From an optimization exercise on the open Yosys and OpenROAD flow, aimed at small area, a short achievable clock period and few clock cycles; shortcuts taken in it are not production practice. Only simulation tests tie the RTL to the original design; equivalence was not proved. Power is estimated from default activity; no workload was simulated.

--- flow/flow/run.sh ---
#!/bin/bash
# Standard layout, with plain buffers (instead of delay buffers) on the ports.
set -euo pipefail
export BUFFER_PORTS_ARGS="-buffer_cell sky130_fd_sc_hd__buf_4"
bash standard.sh > standard.log 2>&1
--- flow/standard.sh ---
#!/bin/bash
# synth_recipe.tcl (not shown) runs the flow's synth.tcl, then flattens the netlist and writes it again
# the make line also repeats each setting of config.mk as NAME=value (left out here)
make -C /OpenROAD-flow-scripts/flow DESIGN_CONFIG=/design/flow/config.mk WORK_HOME=/design/flow/orfs CLKGATE_MAP_FILE= SYNTH_SCRIPT=/design/flow/synth_recipe.tcl "${@:-finish}"
--- flow/config.mk ---
export PLATFORM = sky130hd
export DESIGN_NAME = DATAPATH
export DESIGN_NICKNAME = DATAPATH
export VERILOG_FILES = /design/flow/design.v
export SDC_FILE = /design/flow/constraint.sdc
export NUM_CORES = 4
export LEC_CHECK = 0
export ABC_AREA = 1
export CAP_MARGIN = 20
export CORE_MARGIN = 2
export CORE_UTILIZATION = 40
export CTS_BUF_LIST = sky130_fd_sc_hd__clkbuf_4 sky130_fd_sc_hd__clkbuf_8
export CTS_CLUSTER_SIZE = 30
export PLACE_DENSITY = 0.75
export SLEW_MARGIN = 20
export SYNTH_HIERARCHICAL = 1
export SYNTH_MINIMUM_KEEP_SIZE = 0
--- flow/constraint.sdc ---
create_clock -name core_clock -period 4.0 [get_ports {clk}]
set_input_delay 0.8000 -clock core_clock [delete_from_list [all_inputs] [get_ports {clk}]]
set_output_delay 0.8000 -clock core_clock [all_outputs]
set_load 0.01 [all_outputs]
--- flow/design.v ---
`timescale 1ns / 1ps
module DATAPATH(Product, done, clk, multiplicand, multiplier, start, rst);
output [31:0] Product;
output reg done;
input [16:0] multiplicand;
input [16:0] multiplier;
input clk, start, rst;
wire one1 = multiplier[0] ^ 1'b0;
wire two2 = (multiplier[1] & ~multiplier[0] & ~1'b0) | (~multiplier[1] & multiplier[0] & 1'b0);
wire pp3 = ((one1 & multiplicand[0])) ^ multiplier[1];
wire pp4 = ((one1 & multiplicand[1]) | (two2 & multiplicand[0])) ^ multiplier[1];
wire pp5 = ((one1 & multiplicand[2]) | (two2 & multiplicand[1])) ^ multiplier[1];
wire pp6 = ((one1 & multiplicand[3]) | (two2 & multiplicand[2])) ^ multiplier[1];
wire pp7 = ((one1 & multiplicand[4]) | (two2 & multiplicand[3])) ^ multiplier[1];
wire pp8 = ((one1 & multiplicand[5]) | (two2 & multiplicand[4])) ^ multiplier[1];
wire pp9 = ((one1 & multiplicand[6]) | (two2 & multiplicand[5])) ^ multiplier[1];
wire pp10 = ((one1 & multiplicand[7]) | (two2 & multiplicand[6])) ^ multiplier[1];
wire pp11 = ((one1 & multiplicand[8]) | (two2 & multiplicand[7])) ^ multiplier[1];
wire pp12 = ((one1 & multiplicand[9]) | (two2 & multiplicand[8])) ^ multiplier[1];
wire pp13 = ((one1 & multiplicand[10]) | (two2 & multiplicand[9])) ^ multiplier[1];
wire pp14 = ((one1 & multiplicand[11]) | (two2 & multiplicand[10])) ^ multiplier[1];
wire pp15 = ((one1 & multiplicand[12]) | (two2 & multiplicand[11])) ^ multiplier[1];
wire pp16 = ((one1 & multiplicand[13]) | (two2 & multiplicand[12])) ^ multiplier[1];
wire pp17 = ((one1 & multiplicand[14]) | (two2 & multiplicand[13])) ^ multiplier[1];
wire pp18 = ((one1 & multiplicand[15]) | (two2 & multiplicand[14])) ^ multiplier[1];
wire pp19 = ((two2 & multiplicand[15])) ^ multiplier[1];
wire sn20 = ~multiplier[1];
wire one21 = multiplier[2] ^ multiplier[1];
wire two22 = (multiplier[3] & ~multiplier[2] & ~multiplier[1]) | (~multiplier[3] & multiplier[2] & multiplier[1]);
wire pp23 = ((one21 & multiplicand[0])) ^ multiplier[3];
wire pp24 = ((one21 & multiplicand[1]) | (two22 & multiplicand[0])) ^ multiplier[3];
wire pp25 = ((one21 & multiplicand[2]) | (two22 & multiplicand[1])) ^ multiplier[3];
wire pp26 = ((one21 & multiplicand[3]) | (two22 & multiplicand[2])) ^ multiplier[3];
wire pp27 = ((one21 & multiplicand[4]) | (two22 & multiplicand[3])) ^ multiplier[3];
wire pp28 = ((one21 & multiplicand[5]) | (two22 & multiplicand[4])) ^ multiplier[3];
wire pp29 = ((one21 & multiplicand[6]) | (two22 & multiplicand[5])) ^ multiplier[3];
wire pp30 = ((one21 & multiplicand[7]) | (two22 & multiplicand[6])) ^ multiplier[3];
wire pp31 = ((one21 & multiplicand[8]) | (two22 & multiplicand[7])) ^ multiplier[3];
wire pp32 = ((one21 & multiplicand[9]) | (two22 & multiplicand[8])) ^ multiplier[3];
wire pp33 = ((one21 & multiplicand[10]) | (two22 & multiplicand[9])) ^ multiplier[3];
wire pp34 = ((one21 & multiplicand[11]) | (two22 & multiplicand[10])) ^ multiplier[3];
wire pp35 = ((one21 & multiplicand[12]) | (two22 & multiplicand[11])) ^ multiplier[3];
wire pp36 = ((one21 & multiplicand[13]) | (two22 & multiplicand[12])) ^ multiplier[3];
wire pp37 = ((one21 & multiplicand[14]) | (two22 & multiplicand[13])) ^ multiplier[3];
wire pp38 = ((one21 & multiplicand[15]) | (two22 & multiplicand[14])) ^ multiplier[3];
wire pp39 = ((two22 & multiplicand[15])) ^ multiplier[3];
wire sn40 = ~multiplier[3];
wire one41 = multiplier[4] ^ multiplier[3];
wire two42 = (multiplier[5] & ~multiplier[4] & ~multiplier[3]) | (~multiplier[5] & multiplier[4] & multiplier[3]);
wire pp43 = ((one41 & multiplicand[0])) ^ multiplier[5];
wire pp44 = ((one41 & multiplicand[1]) | (two42 & multiplicand[0])) ^ multiplier[5];
wire pp45 = ((one41 & multiplicand[2]) | (two42 & multiplicand[1])) ^ multiplier[5];
wire pp46 = ((one41 & multiplicand[3]) | (two42 & multiplicand[2])) ^ multiplier[5];
wire pp47 = ((one41 & multiplicand[4]) | (two42 & multiplicand[3])) ^ multiplier[5];
wire pp48 = ((one41 & multiplicand[5]) | (two42 & multiplicand[4])) ^ multiplier[5];
wire pp49 = ((one41 & multiplicand[6]) | (two42 & multiplicand[5])) ^ multiplier[5];
wire pp50 = ((one41 & multiplicand[7]) | (two42 & multiplicand[6])) ^ multiplier[5];
wire pp51 = ((one41 & multiplicand[8]) | (two42 & multiplicand[7])) ^ multiplier[5];
wire pp52 = ((one41 & multiplicand[9]) | (two42 & multiplicand[8])) ^ multiplier[5];
wire pp53 = ((one41 & multiplicand[10]) | (two42 & multiplicand[9])) ^ multiplier[5];
wire pp54 = ((one41 & multiplicand[11]) | (two42 & multiplicand[10])) ^ multiplier[5];
wire pp55 = ((one41 & multiplicand[12]) | (two42 & multiplicand[11])) ^ multiplier[5];
wire pp56 = ((one41 & multiplicand[13]) | (two42 & multiplicand[12])) ^ multiplier[5];
wire pp57 = ((one41 & multiplicand[14]) | (two42 & multiplicand[13])) ^ multiplier[5];
wire pp58 = ((one41 & multiplicand[15]) | (two42 & multiplicand[14])) ^ multiplier[5];
wire pp59 = ((two42 & multiplicand[15])) ^ multiplier[5];
wire sn60 = ~multiplier[5];
wire one61 = multiplier[6] ^ multiplier[5];
wire two62 = (multiplier[7] & ~multiplier[6] & ~multiplier[5]) | (~multiplier[7] & multiplier[6] & multiplier[5]);
wire pp63 = ((one61 & multiplicand[0])) ^ multiplier[7];
wire pp64 = ((one61 & multiplicand[1]) | (two62 & multiplicand[0])) ^ multiplier[7];
wire pp65 = ((one61 & multiplicand[2]) | (two62 & multiplicand[1])) ^ multiplier[7];
wire pp66 = ((one61 & multiplicand[3]) | (two62 & multiplicand[2])) ^ multiplier[7];
wire pp67 = ((one61 & multiplicand[4]) | (two62 & multiplicand[3])) ^ multiplier[7];
wire pp68 = ((one61 & multiplicand[5]) | (two62 & multiplicand[4])) ^ multiplier[7];
wire pp69 = ((one61 & multiplicand[6]) | (two62 & multiplicand[5])) ^ multiplier[7];
wire pp70 = ((one61 & multiplicand[7]) | (two62 & multiplicand[6])) ^ multiplier[7];
wire pp71 = ((one61 & multiplicand[8]) | (two62 & multiplicand[7])) ^ multiplier[7];
wire pp72 = ((one61 & multiplicand[9]) | (two62 & multiplicand[8])) ^ multiplier[7];
wire pp73 = ((one61 & multiplicand[10]) | (two62 & multiplicand[9])) ^ multiplier[7];
wire pp74 = ((one61 & multiplicand[11]) | (two62 & multiplicand[10])) ^ multiplier[7];
wire pp75 = ((one61 & multiplicand[12]) | (two62 & multiplicand[11])) ^ multiplier[7];
wire pp76 = ((one61 & multiplicand[13]) | (two62 & multiplicand[12])) ^ multiplier[7];
wire pp77 = ((one61 & multiplicand[14]) | (two62 & multiplicand[13])) ^ multiplier[7];
wire pp78 = ((one61 & multiplicand[15]) | (two62 & multiplicand[14])) ^ multiplier[7];
wire pp79 = ((two62 & multiplicand[15])) ^ multiplier[7];
wire sn80 = ~multiplier[7];
wire one81 = multiplier[8] ^ multiplier[7];
wire two82 = (multiplier[9] & ~multiplier[8] & ~multiplier[7]) | (~multiplier[9] & multiplier[8] & multiplier[7]);
wire pp83 = ((one81 & multiplicand[0])) ^ multiplier[9];
wire pp84 = ((one81 & multiplicand[1]) | (two82 & multiplicand[0])) ^ multiplier[9];
wire pp85 = ((one81 & multiplicand[2]) | (two82 & multiplicand[1])) ^ multiplier[9];
wire pp86 = ((one81 & multiplicand[3]) | (two82 & multiplicand[2])) ^ multiplier[9];
wire pp87 = ((one81 & multiplicand[4]) | (two82 & multiplicand[3])) ^ multiplier[9];
wire pp88 = ((one81 & multiplicand[5]) | (two82 & multiplicand[4])) ^ multiplier[9];
wire pp89 = ((one81 & multiplicand[6]) | (two82 & multiplicand[5])) ^ multiplier[9];
wire pp90 = ((one81 & multiplicand[7]) | (two82 & multiplicand[6])) ^ multiplier[9];
wire pp91 = ((one81 & multiplicand[8]) | (two82 & multiplicand[7])) ^ multiplier[9];
wire pp92 = ((one81 & multiplicand[9]) | (two82 & multiplicand[8])) ^ multiplier[9];
wire pp93 = ((one81 & multiplicand[10]) | (two82 & multiplicand[9])) ^ multiplier[9];
wire pp94 = ((one81 & multiplicand[11]) | (two82 & multiplicand[10])) ^ multiplier[9];
wire pp95 = ((one81 & multiplicand[12]) | (two82 & multiplicand[11])) ^ multiplier[9];
wire pp96 = ((one81 & multiplicand[13]) | (two82 & multiplicand[12])) ^ multiplier[9];
wire pp97 = ((one81 & multiplicand[14]) | (two82 & multiplicand[13])) ^ multiplier[9];
wire pp98 = ((one81 & multiplicand[15]) | (two82 & multiplicand[14])) ^ multiplier[9];
wire pp99 = ((two82 & multiplicand[15])) ^ multiplier[9];
wire sn100 = ~multiplier[9];
wire one101 = multiplier[10] ^ multiplier[9];
wire two102 = (multiplier[11] & ~multiplier[10] & ~multiplier[9]) | (~multiplier[11] & multiplier[10] & multiplier[9]);
wire pp103 = ((one101 & multiplicand[0])) ^ multiplier[11];
wire pp104 = ((one101 & multiplicand[1]) | (two102 & multiplicand[0])) ^ multiplier[11];
wire pp105 = ((one101 & multiplicand[2]) | (two102 & multiplicand[1])) ^ multiplier[11];
wire pp106 = ((one101 & multiplicand[3]) | (two102 & multiplicand[2])) ^ multiplier[11];
wire pp107 = ((one101 & multiplicand[4]) | (two102 & multiplicand[3])) ^ multiplier[11];
wire pp108 = ((one101 & multiplicand[5]) | (two102 & multiplicand[4])) ^ multiplier[11];
wire pp109 = ((one101 & multiplicand[6]) | (two102 & multiplicand[5])) ^ multiplier[11];
wire pp110 = ((one101 & multiplicand[7]) | (two102 & multiplicand[6])) ^ multiplier[11];
wire pp111 = ((one101 & multiplicand[8]) | (two102 & multiplicand[7])) ^ multiplier[11];
wire pp112 = ((one101 & multiplicand[9]) | (two102 & multiplicand[8])) ^ multiplier[11];
wire pp113 = ((one101 & multiplicand[10]) | (two102 & multiplicand[9])) ^ multiplier[11];
wire pp114 = ((one101 & multiplicand[11]) | (two102 & multiplicand[10])) ^ multiplier[11];
wire pp115 = ((one101 & multiplicand[12]) | (two102 & multiplicand[11])) ^ multiplier[11];
wire pp116 = ((one101 & multiplicand[13]) | (two102 & multiplicand[12])) ^ multiplier[11];
wire pp117 = ((one101 & multiplicand[14]) | (two102 & multiplicand[13])) ^ multiplier[11];
wire pp118 = ((one101 & multiplicand[15]) | (two102 & multiplicand[14])) ^ multiplier[11];
wire pp119 = ((two102 & multiplicand[15])) ^ multiplier[11];
wire sn120 = ~multiplier[11];
wire one121 = multiplier[12] ^ multiplier[11];
wire two122 = (multiplier[13] & ~multiplier[12] & ~multiplier[11]) | (~multiplier[13] & multiplier[12] & multiplier[11]);
wire pp123 = ((one121 & multiplicand[0])) ^ multiplier[13];
wire pp124 = ((one121 & multiplicand[1]) | (two122 & multiplicand[0])) ^ multiplier[13];
wire pp125 = ((one121 & multiplicand[2]) | (two122 & multiplicand[1])) ^ multiplier[13];
wire pp126 = ((one121 & multiplicand[3]) | (two122 & multiplicand[2])) ^ multiplier[13];
wire pp127 = ((one121 & multiplicand[4]) | (two122 & multiplicand[3])) ^ multiplier[13];
wire pp128 = ((one121 & multiplicand[5]) | (two122 & multiplicand[4])) ^ multiplier[13];
wire pp129 = ((one121 & multiplicand[6]) | (two122 & multiplicand[5])) ^ multiplier[13];
wire pp130 = ((one121 & multiplicand[7]) | (two122 & multiplicand[6])) ^ multiplier[13];
wire pp131 = ((one121 & multiplicand[8]) | (two122 & multiplicand[7])) ^ multiplier[13];
wire pp132 = ((one121 & multiplicand[9]) | (two122 & multiplicand[8])) ^ multiplier[13];
wire pp133 = ((one121 & multiplicand[10]) | (two122 & multiplicand[9])) ^ multiplier[13];
wire pp134 = ((one121 & multiplicand[11]) | (two122 & multiplicand[10])) ^ multiplier[13];
wire pp135 = ((one121 & multiplicand[12]) | (two122 & multiplicand[11])) ^ multiplier[13];
wire pp136 = ((one121 & multiplicand[13]) | (two122 & multiplicand[12])) ^ multiplier[13];
wire pp137 = ((one121 & multiplicand[14]) | (two122 & multiplicand[13])) ^ multiplier[13];
wire pp138 = ((one121 & multiplicand[15]) | (two122 & multiplicand[14])) ^ multiplier[13];
wire pp139 = ((two122 & multiplicand[15])) ^ multiplier[13];
wire sn140 = ~multiplier[13];
wire one141 = multiplier[14] ^ multiplier[13];
wire two142 = (multiplier[15] & ~multiplier[14] & ~multiplier[13]) | (~multiplier[15] & multiplier[14] & multiplier[13]);
wire pp143 = ((one141 & multiplicand[0])) ^ multiplier[15];
wire pp144 = ((one141 & multiplicand[1]) | (two142 & multiplicand[0])) ^ multiplier[15];
wire pp145 = ((one141 & multiplicand[2]) | (two142 & multiplicand[1])) ^ multiplier[15];
wire pp146 = ((one141 & multiplicand[3]) | (two142 & multiplicand[2])) ^ multiplier[15];
wire pp147 = ((one141 & multiplicand[4]) | (two142 & multiplicand[3])) ^ multiplier[15];
wire pp148 = ((one141 & multiplicand[5]) | (two142 & multiplicand[4])) ^ multiplier[15];
wire pp149 = ((one141 & multiplicand[6]) | (two142 & multiplicand[5])) ^ multiplier[15];
wire pp150 = ((one141 & multiplicand[7]) | (two142 & multiplicand[6])) ^ multiplier[15];
wire pp151 = ((one141 & multiplicand[8]) | (two142 & multiplicand[7])) ^ multiplier[15];
wire pp152 = ((one141 & multiplicand[9]) | (two142 & multiplicand[8])) ^ multiplier[15];
wire pp153 = ((one141 & multiplicand[10]) | (two142 & multiplicand[9])) ^ multiplier[15];
wire pp154 = ((one141 & multiplicand[11]) | (two142 & multiplicand[10])) ^ multiplier[15];
wire pp155 = ((one141 & multiplicand[12]) | (two142 & multiplicand[11])) ^ multiplier[15];
wire pp156 = ((one141 & multiplicand[13]) | (two142 & multiplicand[12])) ^ multiplier[15];
wire pp157 = ((one141 & multiplicand[14]) | (two142 & multiplicand[13])) ^ multiplier[15];
wire pp158 = ((one141 & multiplicand[15]) | (two142 & multiplicand[14])) ^ multiplier[15];
wire pp159 = ((two142 & multiplicand[15])) ^ multiplier[15];
wire sn160 = ~multiplier[15];
wire pp161 = multiplicand[0] & multiplier[15];
wire pp162 = multiplicand[1] & multiplier[15];
wire pp163 = multiplicand[2] & multiplier[15];
wire pp164 = multiplicand[3] & multiplier[15];
wire pp165 = multiplicand[4] & multiplier[15];
wire pp166 = multiplicand[5] & multiplier[15];
wire pp167 = multiplicand[6] & multiplier[15];
wire pp168 = multiplicand[7] & multiplier[15];
wire pp169 = multiplicand[8] & multiplier[15];
wire pp170 = multiplicand[9] & multiplier[15];
wire pp171 = multiplicand[10] & multiplier[15];
wire pp172 = multiplicand[11] & multiplier[15];
wire pp173 = multiplicand[12] & multiplier[15];
wire pp174 = multiplicand[13] & multiplier[15];
wire pp175 = multiplicand[14] & multiplier[15];
wire pp176 = multiplicand[15] & multiplier[15];
wire s177, c178;
HA2 u_s177 (.a(multiplier[11]), .b(pp13), .s(s177), .co(c178));
wire s179, c180;
HA2 u_s179 (.a(pp14), .b(pp32), .s(s179), .co(c180));
wire s181, c182;
FA3 u_s181 (.a(multiplier[13]), .b(pp15), .c(pp33), .s(s181), .co(c182));
wire s183, c184;
HA2 u_s183 (.a(pp51), .b(pp69), .s(s183), .co(c184));
wire s185, c186;
FA3 u_s185 (.a(pp16), .b(pp34), .c(pp52), .s(s185), .co(c186));
wire s187, c188;
HA2 u_s187 (.a(pp70), .b(pp88), .s(s187), .co(c188));
wire s189, c190;
FA3 u_s189 (.a(multiplier[15]), .b(pp17), .c(pp35), .s(s189), .co(c190));
wire s191, c192;
FA3 u_s191 (.a(pp53), .b(pp71), .c(pp89), .s(s191), .co(c192));
wire s193, c194;
HA2 u_s193 (.a(pp107), .b(pp125), .s(s193), .co(c194));
wire s195, c196;
FA3 u_s195 (.a(pp18), .b(pp36), .c(pp54), .s(s195), .co(c196));
wire s197, c198;
FA3 u_s197 (.a(pp72), .b(pp90), .c(pp108), .s(s197), .co(c198));
wire s199, c200;
HA2 u_s199 (.a(pp126), .b(pp144), .s(s199), .co(c200));
wire s201, c202;
FA3 u_s201 (.a(pp161), .b(pp19), .c(pp37), .s(s201), .co(c202));
wire s203, c204;
FA3 u_s203 (.a(pp55), .b(pp73), .c(pp91), .s(s203), .co(c204));
wire s205, c206;
FA3 u_s205 (.a(pp109), .b(pp127), .c(pp145), .s(s205), .co(c206));
wire s207, c208;
FA3 u_s207 (.a(multiplier[1]), .b(pp162), .c(pp38), .s(s207), .co(c208));
wire s209, c210;
FA3 u_s209 (.a(pp56), .b(pp74), .c(pp92), .s(s209), .co(c210));
wire s211, c212;
FA3 u_s211 (.a(pp110), .b(pp128), .c(pp146), .s(s211), .co(c212));
wire s213, c214;
FA3 u_s213 (.a(multiplier[1]), .b(pp163), .c(pp39), .s(s213), .co(c214));
wire s215, c216;
FA3 u_s215 (.a(pp57), .b(pp75), .c(pp93), .s(s215), .co(c216));
wire s217, c218;
FA3 u_s217 (.a(pp111), .b(pp129), .c(pp147), .s(s217), .co(c218));
wire s219, c220;
FA3 u_s219 (.a(sn20), .b(sn40), .c(pp164), .s(s219), .co(c220));
wire s221, c222;
FA3 u_s221 (.a(pp58), .b(pp76), .c(pp94), .s(s221), .co(c222));
wire s223, c224;
FA3 u_s223 (.a(pp112), .b(pp130), .c(pp148), .s(s223), .co(c224));
wire s225 = ~(pp165 ^ pp59);
wire c226 = pp165 | pp59;
wire s227, c228;
FA3 u_s227 (.a(pp77), .b(pp95), .c(pp113), .s(s227), .co(c228));
wire s229, c230;
HA2 u_s229 (.a(pp131), .b(pp149), .s(s229), .co(c230));
wire s231, c232;
FA3 u_s231 (.a(sn60), .b(pp166), .c(pp78), .s(s231), .co(c232));
wire s233, c234;
FA3 u_s233 (.a(pp96), .b(pp114), .c(pp132), .s(s233), .co(c234));
wire s235 = ~(pp167 ^ pp79);
wire c236 = pp167 | pp79;
wire s237, c238;
HA2 u_s237 (.a(pp97), .b(pp115), .s(s237), .co(c238));
wire s239, c240;
FA3 u_s239 (.a(sn80), .b(pp168), .c(pp98), .s(s239), .co(c240));
wire s241, c242;
HA2 u_s241 (.a(1'b1), .b(pp169), .s(s241), .co(c242));
wire s243, c244;
HA2 u_s243 (.a(multiplier[7]), .b(pp9), .s(s243), .co(c244));
wire s245, c246;
HA2 u_s245 (.a(pp10), .b(pp28), .s(s245), .co(c246));
wire s247, c248;
FA3 u_s247 (.a(multiplier[9]), .b(pp11), .c(pp29), .s(s247), .co(c248));
wire s249, c250;
HA2 u_s249 (.a(pp47), .b(pp65), .s(s249), .co(c250));
wire s251, c252;
FA3 u_s251 (.a(pp12), .b(pp30), .c(pp48), .s(s251), .co(c252));
wire s253, c254;
HA2 u_s253 (.a(pp66), .b(pp84), .s(s253), .co(c254));
wire s255, c256;
FA3 u_s255 (.a(pp31), .b(pp49), .c(pp67), .s(s255), .co(c256));
wire s257, c258;
FA3 u_s257 (.a(pp85), .b(pp103), .c(s177), .s(s257), .co(c258));
wire s259, c260;
FA3 u_s259 (.a(pp50), .b(pp68), .c(pp86), .s(s259), .co(c260));
wire s261, c262;
FA3 u_s261 (.a(pp104), .b(c178), .c(s179), .s(s261), .co(c262));
wire s263, c264;
FA3 u_s263 (.a(pp87), .b(pp105), .c(pp123), .s(s263), .co(c264));
wire s265, c266;
FA3 u_s265 (.a(c180), .b(s183), .c(s181), .s(s265), .co(c266));
wire s267, c268;
FA3 u_s267 (.a(pp106), .b(pp124), .c(c184), .s(s267), .co(c268));
wire s269, c270;
FA3 u_s269 (.a(s187), .b(c182), .c(s185), .s(s269), .co(c270));
wire s271, c272;
FA3 u_s271 (.a(pp143), .b(c188), .c(s193), .s(s271), .co(c272));
wire s273, c274;
FA3 u_s273 (.a(c186), .b(s189), .c(s191), .s(s273), .co(c274));
wire s275, c276;
FA3 u_s275 (.a(c194), .b(s199), .c(c190), .s(s275), .co(c276));
wire s277, c278;
FA3 u_s277 (.a(c192), .b(s195), .c(s197), .s(s277), .co(c278));
wire s279, c280;
FA3 u_s279 (.a(c200), .b(c196), .c(c198), .s(s279), .co(c280));
wire s281, c282;
FA3 u_s281 (.a(s201), .b(s203), .c(s205), .s(s281), .co(c282));
wire s283, c284;
FA3 u_s283 (.a(c202), .b(c204), .c(c206), .s(s283), .co(c284));
wire s285, c286;
FA3 u_s285 (.a(s207), .b(s209), .c(s211), .s(s285), .co(c286));
wire s287, c288;
FA3 u_s287 (.a(c208), .b(c210), .c(c212), .s(s287), .co(c288));
wire s289, c290;
FA3 u_s289 (.a(s213), .b(s215), .c(s217), .s(s289), .co(c290));
wire s291, c292;
FA3 u_s291 (.a(s219), .b(c214), .c(c216), .s(s291), .co(c292));
wire s293, c294;
FA3 u_s293 (.a(c218), .b(s221), .c(s223), .s(s293), .co(c294));
wire s295, c296;
FA3 u_s295 (.a(c220), .b(s229), .c(c222), .s(s295), .co(c296));
wire s297, c298;
FA3 u_s297 (.a(c224), .b(s225), .c(s227), .s(s297), .co(c298));
wire s299, c300;
FA3 u_s299 (.a(pp150), .b(c230), .c(c226), .s(s299), .co(c300));
wire s301, c302;
FA3 u_s301 (.a(c228), .b(s231), .c(s233), .s(s301), .co(c302));
wire s303, c304;
FA3 u_s303 (.a(pp133), .b(pp151), .c(s237), .s(s303), .co(c304));
wire s305, c306;
FA3 u_s305 (.a(c232), .b(c234), .c(s235), .s(s305), .co(c306));
wire s307, c308;
FA3 u_s307 (.a(pp116), .b(pp134), .c(pp152), .s(s307), .co(c308));
wire s309, c310;
FA3 u_s309 (.a(c238), .b(c236), .c(s239), .s(s309), .co(c310));
wire s311, c312;
FA3 u_s311 (.a(s241), .b(pp99), .c(pp117), .s(s311), .co(c312));
wire s313, c314;
FA3 u_s313 (.a(pp135), .b(pp153), .c(c240), .s(s313), .co(c314));
wire s315, c316;
FA3 u_s315 (.a(sn100), .b(pp170), .c(c242), .s(s315), .co(c316));
wire s317, c318;
FA3 u_s317 (.a(pp118), .b(pp136), .c(pp154), .s(s317), .co(c318));
wire s319 = ~(pp171 ^ pp119);
wire c320 = pp171 | pp119;
wire s321, c322;
HA2 u_s321 (.a(pp137), .b(pp155), .s(s321), .co(c322));
wire s323, c324;
FA3 u_s323 (.a(sn120), .b(pp172), .c(pp138), .s(s323), .co(c324));
wire s325, c326;
HA2 u_s325 (.a(1'b1), .b(pp173), .s(s325), .co(c326));
wire s327, c328;
HA2 u_s327 (.a(multiplier[5]), .b(pp7), .s(s327), .co(c328));
wire s329, c330;
HA2 u_s329 (.a(pp8), .b(pp26), .s(s329), .co(c330));
wire s331, c332;
FA3 u_s331 (.a(pp27), .b(pp45), .c(pp63), .s(s331), .co(c332));
wire s333, c334;
FA3 u_s333 (.a(pp46), .b(pp64), .c(c244), .s(s333), .co(c334));
wire s335, c336;
FA3 u_s335 (.a(pp83), .b(c246), .c(s249), .s(s335), .co(c336));
wire s337, c338;
FA3 u_s337 (.a(c250), .b(s253), .c(c248), .s(s337), .co(c338));
wire s339, c340;
FA3 u_s339 (.a(c254), .b(c252), .c(s255), .s(s339), .co(c340));
wire s341, c342;
FA3 u_s341 (.a(c256), .b(s259), .c(c258), .s(s341), .co(c342));
wire s343, c344;
FA3 u_s343 (.a(c260), .b(s263), .c(c262), .s(s343), .co(c344));
wire s345, c346;
FA3 u_s345 (.a(c264), .b(s267), .c(c266), .s(s345), .co(c346));
wire s347, c348;
FA3 u_s347 (.a(c268), .b(s271), .c(c270), .s(s347), .co(c348));
wire s349, c350;
FA3 u_s349 (.a(c272), .b(c274), .c(s275), .s(s349), .co(c350));
wire s351, c352;
FA3 u_s351 (.a(c276), .b(c278), .c(s279), .s(s351), .co(c352));
wire s353, c354;
FA3 u_s353 (.a(c280), .b(c282), .c(s283), .s(s353), .co(c354));
wire s355, c356;
FA3 u_s355 (.a(c284), .b(c286), .c(s287), .s(s355), .co(c356));
wire s357, c358;
FA3 u_s357 (.a(c288), .b(c290), .c(s291), .s(s357), .co(c358));
wire s359, c360;
FA3 u_s359 (.a(c292), .b(c294), .c(s295), .s(s359), .co(c360));
wire s361, c362;
FA3 u_s361 (.a(c296), .b(c298), .c(s299), .s(s361), .co(c362));
wire s363, c364;
FA3 u_s363 (.a(s303), .b(c300), .c(c302), .s(s363), .co(c364));
wire s365, c366;
FA3 u_s365 (.a(s307), .b(c304), .c(c306), .s(s365), .co(c366));
wire s367, c368;
FA3 u_s367 (.a(c308), .b(s311), .c(c310), .s(s367), .co(c368));
wire s369, c370;
FA3 u_s369 (.a(s315), .b(c312), .c(s317), .s(s369), .co(c370));
wire s371, c372;
FA3 u_s371 (.a(s321), .b(c316), .c(c318), .s(s371), .co(c372));
wire s373, c374;
FA3 u_s373 (.a(pp156), .b(c322), .c(c320), .s(s373), .co(c374));
wire s375, c376;
FA3 u_s375 (.a(s325), .b(pp139), .c(pp157), .s(s375), .co(c376));
wire s377, c378;
FA3 u_s377 (.a(sn140), .b(pp174), .c(c326), .s(s377), .co(c378));
wire s379, c380;
HA2 u_s379 (.a(1'b1), .b(pp175), .s(s379), .co(c380));
wire s381, c382;
HA2 u_s381 (.a(multiplier[3]), .b(pp5), .s(s381), .co(c382));
wire s383, c384;
HA2 u_s383 (.a(pp6), .b(pp24), .s(s383), .co(c384));
wire s385, c386;
FA3 u_s385 (.a(pp25), .b(pp43), .c(s327), .s(s385), .co(c386));
wire s387, c388;
FA3 u_s387 (.a(pp44), .b(c328), .c(s329), .s(s387), .co(c388));
wire s389, c390;
FA3 u_s389 (.a(c330), .b(s243), .c(s331), .s(s389), .co(c390));
wire s391, c392;
FA3 u_s391 (.a(s245), .b(c332), .c(s333), .s(s391), .co(c392));
wire s393, c394;
FA3 u_s393 (.a(s247), .b(c334), .c(s335), .s(s393), .co(c394));
wire s395, c396;
FA3 u_s395 (.a(s251), .b(c336), .c(s337), .s(s395), .co(c396));
wire s397, c398;
FA3 u_s397 (.a(s257), .b(c338), .c(s339), .s(s397), .co(c398));
wire s399, c400;
FA3 u_s399 (.a(s261), .b(c340), .c(s341), .s(s399), .co(c400));
wire s401, c402;
FA3 u_s401 (.a(s265), .b(c342), .c(s343), .s(s401), .co(c402));
wire s403, c404;
FA3 u_s403 (.a(s269), .b(c344), .c(s345), .s(s403), .co(c404));
wire s405, c406;
FA3 u_s405 (.a(s273), .b(c346), .c(s347), .s(s405), .co(c406));
wire s407, c408;
FA3 u_s407 (.a(s277), .b(c348), .c(s349), .s(s407), .co(c408));
wire s409, c410;
FA3 u_s409 (.a(s281), .b(c350), .c(s351), .s(s409), .co(c410));
wire s411, c412;
FA3 u_s411 (.a(s285), .b(c352), .c(s353), .s(s411), .co(c412));
wire s413, c414;
FA3 u_s413 (.a(s289), .b(c354), .c(s355), .s(s413), .co(c414));
wire s415, c416;
FA3 u_s415 (.a(s293), .b(c356), .c(s357), .s(s415), .co(c416));
wire s417, c418;
FA3 u_s417 (.a(s297), .b(c358), .c(s359), .s(s417), .co(c418));
wire s419, c420;
FA3 u_s419 (.a(s301), .b(c360), .c(s361), .s(s419), .co(c420));
wire s421, c422;
FA3 u_s421 (.a(s305), .b(c362), .c(s363), .s(s421), .co(c422));
wire s423, c424;
FA3 u_s423 (.a(s309), .b(c364), .c(s365), .s(s423), .co(c424));
wire s425, c426;
FA3 u_s425 (.a(s313), .b(c366), .c(s367), .s(s425), .co(c426));
wire s427, c428;
FA3 u_s427 (.a(c314), .b(s369), .c(c368), .s(s427), .co(c428));
wire s429, c430;
FA3 u_s429 (.a(s319), .b(c370), .c(s371), .s(s429), .co(c430));
wire s431, c432;
FA3 u_s431 (.a(s323), .b(c372), .c(s373), .s(s431), .co(c432));
wire s433, c434;
FA3 u_s433 (.a(c324), .b(s375), .c(c374), .s(s433), .co(c434));
wire s435, c436;
FA3 u_s435 (.a(pp158), .b(s377), .c(c376), .s(s435), .co(c436));
wire s437, c438;
FA3 u_s437 (.a(s379), .b(pp159), .c(c378), .s(s437), .co(c438));
wire s439, c440;
FA3 u_s439 (.a(sn160), .b(pp176), .c(c380), .s(s439), .co(c440));
wire [31:0] row_s = {s439, s437, s435, s433, c430, s429, s427, c424, c422, c420, c418, c416, c414, c412, c410, c408, c406, c404, c402, c400, c398, c396, c394, c392, c390, c388, c386, c384, c382, pp23, pp4, multiplier[1]};
wire [31:0] row_c = {c438, c436, c434, c432, s431, c428, c426, s425, s423, s421, s419, s417, s415, s413, s411, s409, s407, s405, s403, s401, s399, s397, s395, s393, s391, s389, s387, s385, s383, s381, 1'b0, pp3};
reg [31:0] acc_s, acc_c;
always @(posedge clk)
 if (start) begin
  acc_s <= row_s;
  acc_c <= row_c;
 end
wire g441, p442;
HA2 u_g441 (.a(acc_s[0]), .b(acc_c[0]), .s(p442), .co(g441));
wire g443, p444;
HA2 u_g443 (.a(acc_s[2]), .b(acc_c[2]), .s(p444), .co(g443));
wire g445, p446;
HA2 u_g445 (.a(acc_s[3]), .b(acc_c[3]), .s(p446), .co(g445));
wire g447, p448;
HA2 u_g447 (.a(acc_s[4]), .b(acc_c[4]), .s(p448), .co(g447));
wire g449, p450;
HA2 u_g449 (.a(acc_s[5]), .b(acc_c[5]), .s(p450), .co(g449));
wire g451, p452;
HA2 u_g451 (.a(acc_s[6]), .b(acc_c[6]), .s(p452), .co(g451));
wire g453, p454;
HA2 u_g453 (.a(acc_s[7]), .b(acc_c[7]), .s(p454), .co(g453));
wire g455, p456;
HA2 u_g455 (.a(acc_s[8]), .b(acc_c[8]), .s(p456), .co(g455));
wire g457, p458;
HA2 u_g457 (.a(acc_s[9]), .b(acc_c[9]), .s(p458), .co(g457));
wire g459, p460;
HA2 u_g459 (.a(acc_s[10]), .b(acc_c[10]), .s(p460), .co(g459));
wire g461, p462;
HA2 u_g461 (.a(acc_s[11]), .b(acc_c[11]), .s(p462), .co(g461));
wire g463, p464;
HA2 u_g463 (.a(acc_s[12]), .b(acc_c[12]), .s(p464), .co(g463));
wire g465, p466;
HA2 u_g465 (.a(acc_s[13]), .b(acc_c[13]), .s(p466), .co(g465));
wire g467, p468;
HA2 u_g467 (.a(acc_s[14]), .b(acc_c[14]), .s(p468), .co(g467));
wire g469, p470;
HA2 u_g469 (.a(acc_s[15]), .b(acc_c[15]), .s(p470), .co(g469));
wire g471, p472;
HA2 u_g471 (.a(acc_s[16]), .b(acc_c[16]), .s(p472), .co(g471));
wire g473, p474;
HA2 u_g473 (.a(acc_s[17]), .b(acc_c[17]), .s(p474), .co(g473));
wire g475, p476;
HA2 u_g475 (.a(acc_s[18]), .b(acc_c[18]), .s(p476), .co(g475));
wire g477, p478;
HA2 u_g477 (.a(acc_s[19]), .b(acc_c[19]), .s(p478), .co(g477));
wire g479, p480;
HA2 u_g479 (.a(acc_s[20]), .b(acc_c[20]), .s(p480), .co(g479));
wire g481, p482;
HA2 u_g481 (.a(acc_s[21]), .b(acc_c[21]), .s(p482), .co(g481));
wire g483, p484;
HA2 u_g483 (.a(acc_s[22]), .b(acc_c[22]), .s(p484), .co(g483));
wire g485, p486;
HA2 u_g485 (.a(acc_s[23]), .b(acc_c[23]), .s(p486), .co(g485));
wire g487, p488;
HA2 u_g487 (.a(acc_s[24]), .b(acc_c[24]), .s(p488), .co(g487));
wire g489, p490;
HA2 u_g489 (.a(acc_s[25]), .b(acc_c[25]), .s(p490), .co(g489));
wire g491, p492;
HA2 u_g491 (.a(acc_s[26]), .b(acc_c[26]), .s(p492), .co(g491));
wire g493, p494;
HA2 u_g493 (.a(acc_s[27]), .b(acc_c[27]), .s(p494), .co(g493));
wire g495, p496;
HA2 u_g495 (.a(acc_s[28]), .b(acc_c[28]), .s(p496), .co(g495));
wire g497, p498;
HA2 u_g497 (.a(acc_s[29]), .b(acc_c[29]), .s(p498), .co(g497));
wire g499, p500;
HA2 u_g499 (.a(acc_s[30]), .b(acc_c[30]), .s(p500), .co(g499));
wire g501, p502;
HA2 u_g501 (.a(acc_s[31]), .b(acc_c[31]), .s(p502), .co(g501));
wire q503 = acc_s[1] & g441;
wire q504 = acc_s[1] & p442;
wire q505 = (p446 & g443) | g445;
wire q506 = p446 & p444;
wire q507 = (p450 & g447) | g449;
wire q508 = p450 & p448;
wire q509 = (p454 & g451) | g453;
wire q510 = p454 & p452;
wire q511 = (p458 & g455) | g457;
wire q512 = p458 & p456;
wire q513 = (p462 & g459) | g461;
wire q514 = p462 & p460;
wire q515 = (p466 & g463) | g465;
wire q516 = p466 & p464;
wire q517 = (p470 & g467) | g469;
wire q518 = p470 & p468;
wire q519 = (p474 & g471) | g473;
wire q520 = p474 & p472;
wire q521 = (p478 & g475) | g477;
wire q522 = p478 & p476;
wire q523 = (p482 & g479) | g481;
wire q524 = p482 & p480;
wire q525 = (p486 & g483) | g485;
wire q526 = p486 & p484;
wire q527 = (p490 & g487) | g489;
wire q528 = p490 & p488;
wire q529 = (p494 & g491) | g493;
wire q530 = p494 & p492;
wire q531 = (p498 & g495) | g497;
wire q532 = p498 & p496;
wire q533 = (p502 & g499) | g501;
wire q534 = p502 & p500;
wire q535 = (q506 & q503) | q505;
wire q536 = q506 & q504;
wire q537 = (q510 & q507) | q509;
wire q538 = q510 & q508;
wire q539 = (q514 & q511) | q513;
wire q540 = q514 & q512;
wire q541 = (q518 & q515) | q517;
wire q542 = q518 & q516;
wire q543 = (q522 & q519) | q521;
wire q544 = q522 & q520;
wire q545 = (q526 & q523) | q525;
wire q546 = q526 & q524;
wire q547 = (q530 & q527) | q529;
wire q548 = q530 & q528;
wire q549 = (q534 & q531) | q533;
wire q550 = q534 & q532;
wire q551 = (q538 & q535) | q537;
wire q552 = q538 & q536;
wire q553 = (q542 & q539) | q541;
wire q554 = q542 & q540;
wire q555 = (q546 & q543) | q545;
wire q556 = q546 & q544;
wire q557 = (q550 & q547) | q549;
wire q558 = q550 & q548;
wire q559 = (q554 & q551) | q553;
wire q560 = q554 & q552;
wire q561 = (q558 & q555) | q557;
wire q562 = q558 & q556;
wire q563 = (q562 & q559) | q561;
wire q564 = q562 & q560;
wire q565 = (q556 & q559) | q555;
wire q566 = q556 & q560;
wire q567 = (q540 & q551) | q539;
wire q568 = q540 & q552;
wire q569 = (q544 & q559) | q543;
wire q570 = q544 & q560;
wire q571 = (q548 & q565) | q547;
wire q572 = q548 & q566;
wire q573 = (q508 & q535) | q507;
wire q574 = q508 & q536;
wire q575 = (q512 & q551) | q511;
wire q576 = q512 & q552;
wire q577 = (q516 & q567) | q515;
wire q578 = q516 & q568;
wire q579 = (q520 & q559) | q519;
wire q580 = q520 & q560;
wire q581 = (q524 & q569) | q523;
wire q582 = q524 & q570;
wire q583 = (q528 & q565) | q527;
wire q584 = q528 & q566;
wire q585 = (q532 & q571) | q531;
wire q586 = q532 & q572;
wire q587 = (p444 & q503) | g443;
wire q588 = p444 & q504;
wire q589 = (p448 & q535) | g447;
wire q590 = p448 & q536;
wire q591 = (p452 & q573) | g451;
wire q592 = p452 & q574;
wire q593 = (p456 & q551) | g455;
wire q594 = p456 & q552;
wire q595 = (p460 & q575) | g459;
wire q596 = p460 & q576;
wire q597 = (p464 & q567) | g463;
wire q598 = p464 & q568;
wire q599 = (p468 & q577) | g467;
wire q600 = p468 & q578;
wire q601 = (p472 & q559) | g471;
wire q602 = p472 & q560;
wire q603 = (p476 & q579) | g475;
wire q604 = p476 & q580;
wire q605 = (p480 & q569) | g479;
wire q606 = p480 & q570;
wire q607 = (p484 & q581) | g483;
wire q608 = p484 & q582;
wire q609 = (p488 & q565) | g487;
wire q610 = p488 & q566;
wire q611 = (p492 & q583) | g491;
wire q612 = p492 & q584;
wire q613 = (p496 & q571) | g495;
wire q614 = p496 & q572;
wire q615 = (p500 & q585) | g499;
wire q616 = p500 & q586;
wire q617 = acc_s[1] ^ g441;
wire q618 = p444 ^ q503;
wire q619 = p446 ^ q587;
wire q620 = p448 ^ q535;
wire q621 = p450 ^ q589;
wire q622 = p452 ^ q573;
wire q623 = p454 ^ q591;
wire q624 = p456 ^ q551;
wire q625 = p458 ^ q593;
wire q626 = p460 ^ q575;
wire q627 = p462 ^ q595;
wire q628 = p464 ^ q567;
wire q629 = p466 ^ q597;
wire q630 = p468 ^ q577;
wire q631 = p470 ^ q599;
wire q632 = p472 ^ q559;
wire q633 = p474 ^ q601;
wire q634 = p476 ^ q579;
wire q635 = p478 ^ q603;
wire q636 = p480 ^ q569;
wire q637 = p482 ^ q605;
wire q638 = p484 ^ q581;
wire q639 = p486 ^ q607;
wire q640 = p488 ^ q565;
wire q641 = p490 ^ q609;
wire q642 = p492 ^ q583;
wire q643 = p494 ^ q611;
wire q644 = p496 ^ q571;
wire q645 = p498 ^ q613;
wire q646 = p500 ^ q585;
wire q647 = p502 ^ q615;
assign Product = {q647, q646, q645, q644, q643, q642, q641, q640, q639, q638, q637, q636, q635, q634, q633, q632, q631, q630, q629, q628, q627, q626, q625, q624, q623, q622, q621, q620, q619, q618, q617, p442};
always @(posedge clk)
 if (rst)
  done <= 1'b0;
 else
  done <= start;
endmodule
module FA3(a, b, c, s, co);
input a, b, c;
output s, co;
assign s = a ^ b ^ c;
assign co = (a & b) | (a & c) | (b & c);
endmodule
module BSEL(one, two, neg, a0, a1, pp);
input one, two, neg, a0, a1;
output pp;
assign pp = ((one & a0) | (two & a1)) ^ neg;
endmodule
module AO21(a, b, c, y);
input a, b, c;
output y;
assign y = (a & b) | c;
endmodule
module HA2(a, b, s, co);
input a, b;
output s, co;
assign s = a ^ b;
assign co = a & b;
endmodule
==> out/qor.yml, run 1 <==
sta:
  timing.setup.tns_ns: 0
  worstMarginPinSlew_ns: 0.852
  slew_viol_final: 0
  post-route-period-util_pct: 91.1
  grt_setup_unrepaired: "false"
  rel_slew_slack_pct: 43.2
  fmax_mhz: 274
  min_period_ns: 3.64
  setup_viol: 0
  final_hold_viol_count: 0
placed_design:
  routability_congestion_estimate: 0.978
  postPlaceCellArea_sq_um: 9330
  place_hpwl_microns: 15800
  io_buffer_count: 67
yosys:
  postSynthCellCount: 830
  ys_seq_elements: 64
  ys_seq_area_share_pct: 22.1
  synth_ff_type: "edfxtp_1"
  synth-edff-count: 63
  postSynth.asyncResetShare_pct: 0
  synthesis.area_per_instance_sq_um: 10.4
  top_cell_type_s_share_of_synthesized_area_pct: 25.2
  synth.largest_area_cell: "fa_1"
  synth_top_cells_by_area: "fa_1 (25%), edfxtp_1 (22%), xor2_1 (13%)"
  yosysWarnings: 7
  synth_cell_type_count: 36
  netlist_area_sq_um: 8640
floorplan:
  dieWidth_microns: 151
  die_area_sq_um: 22800
  core_footprint_sq_um: 21100
  dieHeight_microns: 151
  rows: 53
  io-pin-count: 70
  initial_core_util_pct: 41.0
job:
  max_cap_violations: 0
power_and_ir_drop:
  worst_ir_drop_on_vdd_v: 0.000592
  power_switching_mw: 2.65
  power_frac_comb_pct: 70.4
  report.power.total_mw: 6.29
  seqPwrFrac_pct: 20.8
  power_report.internal_total_mw: 3.64
  switching_share_of_total_power_pct: 42.1
  leakagePower_nw: 4.24
  clkPwrFrac_pct: 8.8
  power_density_nw_per_um2: 661
route:
  wire_length_after_detailed_routing_microns: 19600
  drt_pass1_iterations: 5
  ant_nets: 0
  drt-wirelength-per-cell_microns: 17.0
  route.detailed.vias_per_inst: 5.27
  route.vias.total: 6092
  drc: 0
  drtIter0Drc: 417
final_layout:
  stdcell_area_sq_um: 9510
  drive_gt1_share_pct: 18.8
  antenna_cells_inserted: 0
  area_growth_pct: 10.1
  final_nets: 1093
  filler_cell_count: 1959
clock_network:
  total_clock_buffers_created_by_cts: 9
  clock_tree_from_tritoncts: "built"
  cts_sinks: 64
  post_cts_hold_buffer_count: 0
  clk_pin_slew_worst_paths_ns: 0.07
  clk_root_buffer_cell: "clkbuf_8"
  ctsResizeCount: 0
  ctsHtreeMaxLevel: 3
  clock_path_buffers: 2
  post_cts_setup_driven_buffer_insertion_count: 0
hold_path:
  min-delay-path-class: "in -> reg"
  timing.hold.worst_path_depth: 2
critical_path:
  setup.worst_path.class: "in -> reg"
  cp.required_ns: 4.11
  critical_path_start_type: "primary input"
  setup.worst_path.end_class: "flop"
  crit_fanout: 12
  critical_path_arrival_ns: 3.76
grt:
  grt_pass1_vias: 6250
  grt_antenna_before_repair: 0
  grt_pass1_wl_microns: 31900
  largest_net_degree_at_the_start_of_global_routing: 65
  grt_overflow: 0
  total_routing_usage_reported_by_global_routing_pct: 18.2
run_status:
  outcome: "no timing/DRC/antenna violations"
[worst max-delay path: stages]
cell,delay [ns]
buf_4,0.14
nand2_1,0.09
inv_1,0.04
nor2_1,0.12
inv_1,0.22
o22ai_1,0.25
xor2_1,0.23
fa_1,0.50
fa_1,0.41
fa_1,0.54
fa_1,0.40
[state kept, by name, summed over array words and instances (netlist names)]
signal  flops
done        1
acc_s      32
acc_c      31
[routing by layer]
metal | vias to the layer above | share of wire [%] | GRT usage (%)
met3 | 36 | 6.8 | 3.31
met2 | 255 | 48 | 30.1
met4 | 0 | 2.5 | 6.12
met5 | - | 0 | 0
li1 | 2867 | - | -
met1 | 2934 | 43 | 24.1
[synthesized netlist by cell type (all sizes together), types with 2 or more instances]
| library cell | instances |
|---|---|
| xor2 | 129 |
| o22ai | 120 |
| fa | 109 |
| nand2 | 77 |
| inv | 73 |
| buf | 70 |
| ha | 70 |
| edfxtp | 63 |
| nor2 | 40 |
| a21oi | 17 |
| xnor2 | 14 |
| clkbuf | 13 |
| nand3 | 10 |
| o21ai | 10 |
| a31o | 3 |
| a21o | 2 |
| clkinv | 2 |
| nand4 | 2 |
[cell usage in the layout (no fill, tap or decap), types with 4 or more instances in the layout]
cell and n:
a21oi_1 11, edfxtp_1 63, fa_1 109, nand2_2 7, inv_2 4, nor2_1 31
o22ai_1 116, o22ai_2 4, clkbuf_8 9, xor2_1 129, inv_1 69, nor2_4 4
buf_4 117, o21ai_0 8, nand2_1 70, xnor2_1 14, ha_1 70, nor2_2 5
nand3_1 9
[metrics by stage]
stage	hold WS [ns]	cells	util, %	setup slack (ns)
2_1_floorplan	0.871	832	-	0.288
3_3_place_gp	0.968	1141	44.2	0.0792
3_5_place_dp	0.968	1141	44.2	0.0338
4_1_cts	0.570	1156	45.1	0.336
5_1_grt	0.581	1156	45.1	0.169
6_report	0.582	1156	45.1	0.357
[power groups by stage]
| stage | Combinational, mW | Clock, mW | Sequential [mW] |
|---|---|---|---|
| final | 4.43 | 0.553 | 1.31 |
| after global routing | 5.04 | 0.591 | 1.34 |
| after CTS | 4.53 | 0.568 | 1.31 |
| after detailed placement | 4.51 | 0 | 1.33 |
| after global placement | 4.35 | 0 | 1.31 |
| after floorplan | 3.54 | 0 | 1.29 |
[Yosys stat by module, one instance, submodules excluded]
module,times used,cell area (sq um),cells inside,flops+latches
FA3,109,20.0,1,0
HA2,51,12.5,1,0
DATAPATH,1,5820,670,64
[cell families after synthesis]
family                     after synthesis  share of synthesized area [%]
adders and majority gates              179                           35.4
buffers and inverters                  158                           9.57
AOI/OAI and AO/OA                      154                           11.7
xor gates and xnor gates               143                           14.5
and+or+nand+nor                        131                           6.69
DFF                                     64                           22.1
other                                    1                         0.0434
[final timing paths]
kind	to	start	slack [ns]
setup / recovery	acc_c[21]	multiplier[9]	0.36
hold / removal	done	rst	0.58
[cell type report]
| class | count | area (sq um) | area share (%) |
|---|---|---|---|
| clock buffers | 11 | 139 | 1.46 |
| clock inverters | 4 | 46.3 | 0.487 |
| inverters | 75 | 282 | 2.96 |
| multi-input cells | 610 | 5910 | 62.1 |
| flip-flops and latches | 64 | 1910 | 20.1 |
| well taps | 275 | 344 | 3.62 |
| repair buffers | 117 | 878 | 9.23 |
Testbench counts, summed over its fixed seeds: cycles 2,400.
==> inputs of run 2 (changes only) <==
==> flow/run.sh (new file) <==
#!/bin/bash
# synth_recipe.tcl (not shown) runs the flow's synth.tcl, then flattens the netlist and writes it again
# the make line also repeats each setting of config.mk as NAME=value (left out here)
make -C /OpenROAD-flow-scripts/flow DESIGN_CONFIG=/design/flow/config.mk WORK_HOME=/design/flow/orfs CLKGATE_MAP_FILE= SYNTH_SCRIPT=/design/flow/synth_recipe.tcl finish
--- a/flow/config.mk
+++ b/flow/config.mk
@@ -12,6 +12,7 @@
 export CTS_BUF_LIST = sky130_fd_sc_hd__clkbuf_4 sky130_fd_sc_hd__clkbuf_8
 export CTS_CLUSTER_SIZE = 30
 export PLACE_DENSITY = 0.75
+export SETUP_SLACK_MARGIN = 0.1
 export SLEW_MARGIN = 20
 export SYNTH_HIERARCHICAL = 1
 export SYNTH_MINIMUM_KEEP_SIZE = 0
removed: flow/flow/run.sh
removed: flow/standard.sh
==> run 2 against run 1 <==
Setup slack got worse by 0.25 ns. Count of clock-buffer cells in the layout fell by 1. Final area rose by 9.6%. Via count rose by 5.1%. Combinational power rose by 6.3%. Non-clock buffer count rose by 51. Die area did not move. Largest power group unchanged.
==> out/qor.yml, run 2 <==
floorplan:
  dieHeight_microns: 151  # unchanged
  die_area_sq_um: 22800  # unchanged
  initial_core_util_pct: 41.0  # unchanged
  core_footprint_sq_um: 21100  # unchanged
  rows: 53  # unchanged
  dieWidth_microns: 151  # unchanged
  io-pin-count: 70  # unchanged
grt:
  grt_pass1_wl_microns: 33500  # +5.0%
  total_routing_usage_reported_by_global_routing_pct: 19.1  # +0.94 points
  grt_overflow: 0  # unchanged
  grt_antenna_before_repair: 0  # unchanged
  grt_pass1_vias: 6702  # +7.2%
  largest_net_degree_at_the_start_of_global_routing: 40  # -38%
sta:
  timing.setup.tns_ns: 0  # unchanged
  grt_setup_unrepaired: "true"
  worstMarginPinSlew_ns: 0.601  # -0.251 ns
  fmax_mhz: 257  # -6.5%
  min_period_ns: 3.90  # +0.254 ns
  slew_viol_final: 0  # unchanged
  rel_slew_slack_pct: 60.0  # +17 points
  post-route-period-util_pct: 97.4  # +6.4 points
  setup_slack_ns: 0.103  # -0.254 ns
  worst_hold_slack_ns: 0.950  # +0.369 ns
  final_hold_viol_count: 0  # unchanged
  setup_viol: 0  # unchanged
route:
  ant_nets: 0  # unchanged
  drt_pass1_iterations: 5  # unchanged
  route.detailed.vias_per_inst: 5.30  # +0.58%
  drtIter0Drc: 528  # +27%
  wire_length_after_detailed_routing_microns: 21200  # +8.0%
  route.vias.total: 6403  # +5.1%
  drc: 0  # unchanged
  drt-wirelength-per-cell_microns: 17.5  # +3.4%
yosys:
  synth-edff-count: 63  # unchanged
  synthesis.area_per_instance_sq_um: 10.4  # unchanged
  synth_top_family_by_area: "adder cells"
  synth_cell_type_count: 36  # unchanged
  ys_seq_elements: 64  # unchanged
  synth.most_common_cell: "xor2_1"
  synthAdderAreaFrac_pct: 35.4  # unchanged
  postSynth.asyncResetShare_pct: 0  # unchanged
  synth_top_cells_by_area: "fa_1 (25%), edfxtp_1 (22%), xor2_1 (13%)"
  synth_simple_gate_area_share_pct: 6.69  # unchanged
  netlist_area_sq_um: 8640  # unchanged
  yosys-mux-area-fraction_pct: 0  # unchanged
  ys_seq_area_share_pct: 22.1  # unchanged
  ys_top_cells_by_count: "xor2_1 (129), o22ai_1 (116), fa_1 (109)"
  yosysWarnings: 7  # unchanged
  synth.largest_area_cell: "fa_1"
  top_cell_type_s_share_of_synthesized_area_pct: 25.2  # unchanged
  synth_compound_gate_area_share_pct: 11.7  # unchanged
  synth_ff_type: "edfxtp_1"
  postSynthCellCount: 830  # unchanged
  synth_xor_xnor_area_share_pct: 14.5  # unchanged
clock_network:
  clock_tree_from_tritoncts: "built"
  clock_path_buffers: 2  # unchanged
  clk_root_buffer_cell: "clkbuf_8"
  total_clock_buffers_created_by_cts: 9  # unchanged
  cts_sinks: 64  # unchanged
  clk_pin_slew_worst_paths_ns: 0.07  # about the same
  ctsHtreeMaxLevel: 3  # unchanged
critical_path:
  setup.worst_path.class: "in -> reg"
  cp_slowest_stage_delay_ns: 0.55  # about the same
  cell_type_of_the_slowest_stage_on_the_worst_timing_path: "fa_2"
  crit_fanout: 8  # -4
  setup.worst_path.end_class: "flop"
  cp.required_ns: 4.11  # about the same
  crit_start: "multiplier[4]"
  critical_path_start_type: "primary input"
  critical_path_arrival_ns: 4.00  # +0.24 ns
  critical_path.cell_chain: "clkdlybuf4s50_1 > nand2_2 > nor2_4 > a21oi_2 > buf_4 > buf_4 > o22ai_1 > xor2_1 > ha_1 > fa_1 > fa_2 > fa_1"
job:
  max_cap_violations: 0  # unchanged
final_layout:
  layout.cells.most_common: "xor2_1"
  final_nets: 1146  # +4.8%
  area_growth_pct: 20.6
  largest_reg_flops: 32  # unchanged
  largest-register: "acc_s"
  most_frequent_cells_in_the_layout: "xor2_1 (125), o22ai_1 (103), fa_1 (94), buf_4 (94), ha_1 (69)"
  drive_gt1_share_pct: 21.9  # +3.0 points
  filler_cell_count: 1859  # -5.1%
  antenna_cells_inserted: 0  # unchanged
  largestRegisters: "acc_s (32), acc_c (31), done (1)"
power_and_ir_drop:
  power_switching_mw: 2.68  # +1.1%
  power_report.internal_total_mw: 3.95  # +8.6%
  worst_ir_drop_on_vdd_v: 0.000498  # -16%
  switching_share_of_total_power_pct: 40.4  # -1.7 points
  seqPwrFrac_pct: 19.7  # -1.1 points
  power_density_nw_per_um2: 636  # -3.8%
  leakagePower_nw: 4.61  # +8.7%
  clkPwrFrac_pct: 9.2  # +0.4 points
  report.power.total_mw: 6.63  # +5.4%
  power_frac_comb_pct: 71.1  # +0.7 points
hold_path:
  hold_startpoint: "rst"
  min-delay-path-class: "in -> reg"
run_status:
  outcome: "no timing/DRC/antenna violations"
placed_design:
  routability_congestion_estimate: 0.912  # -6.7%
  place_hpwl_microns: 16400  # +4.0%
  preCtsSetupSlack_ns: -0.420  # -0.454 ns
  io_buffer_count: 67  # unchanged
run 2: cell counts after synthesis:
No cell type changed its count.
run 2: cell families after synthesis:
group | Yosys count
AO/OA/AOI/OAI | 154
other | 1
flip-flops | 64
XOR/XNOR | 143
buffers and inverters | 158
adder cells (fa/ha/maj) | 179
AND/OR/NAND/NOR | 131
run 2: final timing paths:
check | endpoint | cells past startpoint
worst max-delay path | acc_c[13] | 12
worst min-delay path | done | 2
run 2: metal layers:
metal	part of all wire, %	global-route usage, %
met5	0	0
met4	2.5	6.21
met3	7.1	3.80
met2	48	31.7
met1	42	25.2
run 2: area by class of cell:
class	instances	area, sq um	share of cell area (%)
Inverter	75	290	2.79
Clock buffer	10	131	1.26
Multi-Input combinational cell	610	6150	59.0
Timing Repair inverter	2	13.8	0.132
Sequential cell	64	1910	18.3
Clock inverter	4	71.3	0.684
Tap cell	275	344	3.30
Timing Repair Buffer	168	1510	14.5
run 2: per-stage QoR:
stage	instance area (sq um)	instances	util (%)
2_1_floorplan	8650	832	-
3_5_place_dp	9830	1183	46.6
6_report	10400	1208	49.4
3_3_place_gp	9830	1183	46.6
5_1_grt	10400	1208	49.4
4_1_cts	10100	1199	47.9
run 2: timing repair:
item	4_1_cts	5_1_grt
hold buffers	0	0
gates cloned	0	2
pin swaps	12	34
resized for setup	27	62
buffers inserted	2	7
endpoints found under the setup margin	21	30
run 2: power by group through the flow:
stage / sequential (mW) / clock, mW / combinational [mW]
floorplan: 1.29 / 0 / 3.54
global placement: 1.31 / 0 / 4.60
detailed placement: 1.32 / 0 / 4.75
CTS: 1.31 / 0.623 / 4.75
global route: 1.34 / 0.653 / 5.32
finish: 1.31 / 0.610 / 4.71
run 2: worst max-delay path, delay by kind of cell:
| family | cells | cell delay, ns |
|---|---|---|
| compound gates | 2 | 0.20 |
| xor+xnor | 1 | 0.22 |
| buf+inv | 3 | 0.86 |
| fa+ha+maj | 4 | 1.68 |
| simple gates | 2 | 0.23 |
run 2: modules after synthesis (local to each module, per instance):
module / cell area [sq um] / flip-flops and latches / cells
DATAPATH: 5820 / 64 / 670
FA3: 20.0 / 0 / 1
HA2: 12.5 / 0 / 1
==> inputs of run 3 (changes only) <==
--- a/flow/config.mk
+++ b/flow/config.mk
@@ -8,11 +8,9 @@
 export ABC_AREA = 1
 export CAP_MARGIN = 20
 export CORE_MARGIN = 2
-export CORE_UTILIZATION = 40
+export CORE_UTILIZATION = 60
 export CTS_BUF_LIST = sky130_fd_sc_hd__clkbuf_4 sky130_fd_sc_hd__clkbuf_8
 export CTS_CLUSTER_SIZE = 30
-export PLACE_DENSITY = 0.75
-export SETUP_SLACK_MARGIN = 0.1
 export SLEW_MARGIN = 20
 export SYNTH_HIERARCHICAL = 1
 export SYNTH_MINIMUM_KEEP_SIZE = 0
==> run 3 against run 2 <==
Via count barely moved. Final cell count down 8.2%. Critical path type unchanged. Synthesized cell count is the same. Wire length hardly changed. Highest routed layer unchanged.
==> out/qor.yml, run 3 <==
run_status:
  outcome: "no timing/DRC/antenna violations"
final_layout:
  layout.area.seq_sq_um: 1910  # unchanged
  area_growth_pct: 17.3
  largest-register: "acc_s"
  layout.cells.most_common: "xor2_1"
  multiInputGateArea_sq_um: 6030  # -2.0%
  drive_gt1_share_pct: 18.5  # -3.4 points
  largest_reg_flops: 32  # unchanged
  filler_cell_count: 1028  # -45%
  most_frequent_cells_in_the_layout: "xor2_1 (127), o22ai_1 (111), fa_1 (106), buf_4 (93), ha_1 (69)"
  antenna_cells_inserted: 0  # unchanged
  largestRegisters: "acc_s (32), acc_c (31), done (1)"
  final_nets: 1140  # -0.52%
sta:
  post-route-period-util_pct: 98.6  # +1.2 points
  min_period_ns: 3.95  # +0.0479 ns
  setup_viol: 0  # unchanged
  timing.setup.tns_ns: 0  # unchanged
  slew_viol_final: 0  # unchanged
  fmax_mhz: 253  # -1.2%
  rel_slew_slack_pct: 64.9  # +5.0 points
  final_hold_viol_count: 0  # unchanged
  worstMarginPinSlew_ns: 0.526  # -0.0743 ns
route:
  route.detailed.vias_per_inst: 5.78  # +9.0%
  drtIter0Drc: 397  # -25%
  ant_nets: 0  # unchanged
  route.vias.total: 6406  # +0.047%
  drt-wirelength-per-cell_microns: 19.1  # +9.0%
  drt_pass1_iterations: 5  # unchanged
  drc: 0  # unchanged
  wire_length_after_detailed_routing_microns: 21200  # about the same
floorplan:
  rows: 43  # -19%
  initial_core_util_pct: 61.8  # +21 points
  core_footprint_sq_um: 14000  # -34%
  dieHeight_microns: 124  # -18%
  die_area_sq_um: 15400  # -33%
  io-pin-count: 70  # unchanged
  dieWidth_microns: 124  # -18%
grt:
  grt_pass1_wl_microns: 33200  # -1.1%
  grt_antenna_before_repair: 0  # unchanged
  largest_net_degree_at_the_start_of_global_routing: 42  # +5.0%
  total_routing_usage_reported_by_global_routing_pct: 29.1  # +10 points
  grt_overflow: 0  # unchanged
  grt_pass1_vias: 6467  # -3.5%
power_and_ir_drop:
  power_density_nw_per_um2: 660  # +3.8%
  leakagePower_nw: 4.59  # -0.43%
  worst_ir_drop_on_vdd_v: 0.000436  # -12%
  report.power.total_mw: 6.69  # +0.96%
critical_path:
  critical_path_arrival_ns: 4.05  # +0.05 ns
  setup.worst_path.end_class: "flop"
  crit_fanout: 8  # unchanged
  critical_path_start_type: "primary input"
  cp.required_ns: 4.10  # about the same
  setup.worst_path.class: "in -> reg"
yosys:
  yosysWarnings: 7  # unchanged
  postSynth.asyncResetShare_pct: 0  # unchanged
  top_cell_type_s_share_of_synthesized_area_pct: 25.2  # unchanged
  postSynthCellCount: 830  # unchanged
  synth_top_cells_by_area: "fa_1 (25%), edfxtp_1 (22%), xor2_1 (13%)"
  synth-edff-count: 63  # unchanged
  synth_cell_type_count: 36  # unchanged
  synth_ff_type: "edfxtp_1"
  synth.largest_area_cell: "fa_1"
  ys_seq_area_share_pct: 22.1  # unchanged
  ys_top_cells_by_count: "xor2_1 (129), o22ai_1 (116), fa_1 (109)"
  ys_seq_elements: 64  # unchanged
  synthesis.area_per_instance_sq_um: 10.4  # unchanged
  synth.most_common_cell: "xor2_1"
  netlist_area_sq_um: 8640  # unchanged
hold_path:
  hold_startpoint: "start"
  timing.hold.worst_path_depth: 1  # -1
  endpoint_of_the_worst_hold_path: "acc_c[28]"
  min-delay-path-class: "in -> reg"
job:
  max_cap_violations: 0  # unchanged
placed_design:
  io_buffer_count: 67  # unchanged
  routability_congestion_estimate: 0.937  # +2.8%
  place_hpwl_microns: 17000  # +3.5%
clock_network:
  total_clock_buffers_created_by_cts: 9  # unchanged
  clock_path_buffers: 2  # unchanged
  clk_pin_slew_worst_paths_ns: 0.07  # about the same
  cts_sinks: 64  # unchanged
  clk_root_buffer_cell: "clkbuf_8"
  clock_tree_from_tritoncts: "built"
  ctsHtreeMaxLevel: 3  # unchanged
[run 3: cell counts after synthesis]
Identical to the previous run, type by type.
[run 3: what timing repair did]
action,4_1_cts,5_1_grt
resized for setup,10,38
cloned,0,0
setup endpoints to repair,11,29
pin swaps,2,10
hold buffers,0,0
setup buffers,3,2
[run 3: kinds of logic after synthesis]
kind of cell	synth area share, %
AOI/OAI and AO/OA	11.7
xor gates and xnor gates	14.5
adders and majority gates	35.4
buffers and inverters	9.57
DFF	22.1
other	0.0434
and+or+nand+nor	6.69
[run 3: layout make-up]
class / instances / area share (%)
Clock buffer: 14 / 1.84
Clock inverter: 2 / 0.346
Inverter: 75 / 2.83
Multi-Input combinational cell: 610 / 59.4
Sequential cell: 64 / 18.9
Tap cell: 180 / 2.22
Timing Repair Buffer: 164 / 14.5
[run 3: report_power, final]
group,switching [mW],internal [mW]
sequential,0.0880,1.23
combinational,2.35,2.41
clock,0.254,0.362
total,2.69,4.00
[run 3: how the worst max path moves through the flow]
stage                      endpoint  cells after the start          start  slack, ns
after floorplan           acc_c[17]                     11  multiplier[6]       0.29
after global placement    acc_c[20]                     10  multiplier[5]      -0.38
after detailed placement  acc_c[20]                     10  multiplier[5]      -0.47
after CTS                 acc_c[19]                     11  multiplier[7]       0.01
after global routing      acc_c[20]                     11  multiplier[4]      -0.02
final                     acc_c[20]                     11  multiplier[4]       0.05
[run 3: per-module statistics from Yosys (local to each module, per instance)]
module	flip-flops and latches	cells	area, sq um
HA2	0	1	12.5
DATAPATH	64	670	5820
FA3	0	1	20.0
[run 3: worst max-delay path, stage by stage]
cell and delay, ns:
clkdlybuf4s50_1 0.51, nand2_1 0.11, nor2_2 0.14, a21oi_2 0.04
buf_4 0.16, o22ai_1 0.18, xor2_1 0.21, fa_1 0.50
fa_1 0.44, fa_1 0.53, fa_1 0.41
[run 3: through the flow]
stage	hold slack, ns	cells	instance area [sq um]	util [%]	worst slack, ns
after floorplan	0.871	832	8650	-	0.288
after global placement	1.32	1088	9720	69.5	-0.379
after detailed placement	1.33	1088	9720	69.5	-0.474
after CTS	0.934	1107	10000	71.5	0.00974
after global routing	0.965	1109	10100	72.5	-0.0157
final	0.942	1109	10100	72.5	0.0547
[run 3: routing by layer]
metal	vias up	part of all wire [%]	global-route usage (%)
met3	36	6.4	5.82
met1	3178	44	39.5
met4	0	1.6	7.44
met2	229	48	48.1
li1	2963	-	-
met5	-	0	0

[port drivers added, routing unchanged]
In the flow no input, the clock included, has a driving cell. The finished layouts below were timed again as built, in two steps.
Step 1 assumes that a clkbuf_16 drives the clock port and a buf_2 every other input.
Step 2 moves the port delays by t, midway between the first and last clock arrival at a register: inputs arrive t later, outputs are due t later. That takes back most of the time a late clock gives input paths.
Slacks: ideal / step 1 / step 2; pairs: ideal / step 1.
| run | t, ns | setup slack, ns | worst register clock-pin slew, ns | worst data-port slew with drivers (ns) |
|---|---|---|---|---|
| run 1 | 0.402 | 0.357 / 0.372 / -0.030 | 0.07 / 0.07 | 0.11 |
| run 2 | 0.408 | 0.103 / 0.120 / -0.288 | 0.07 / 0.07 | 0.04 |
| run 3 | 0.398 | 0.055 / 0.069 / -0.329 | 0.07 / 0.07 | 0.04 |
With both steps, setup timing fails in every run listed, where it was met with ideal ports. For run 2, which loses most, drivers alone change the setup slack by +0.017 ns; drivers and shift together by -0.391 ns.
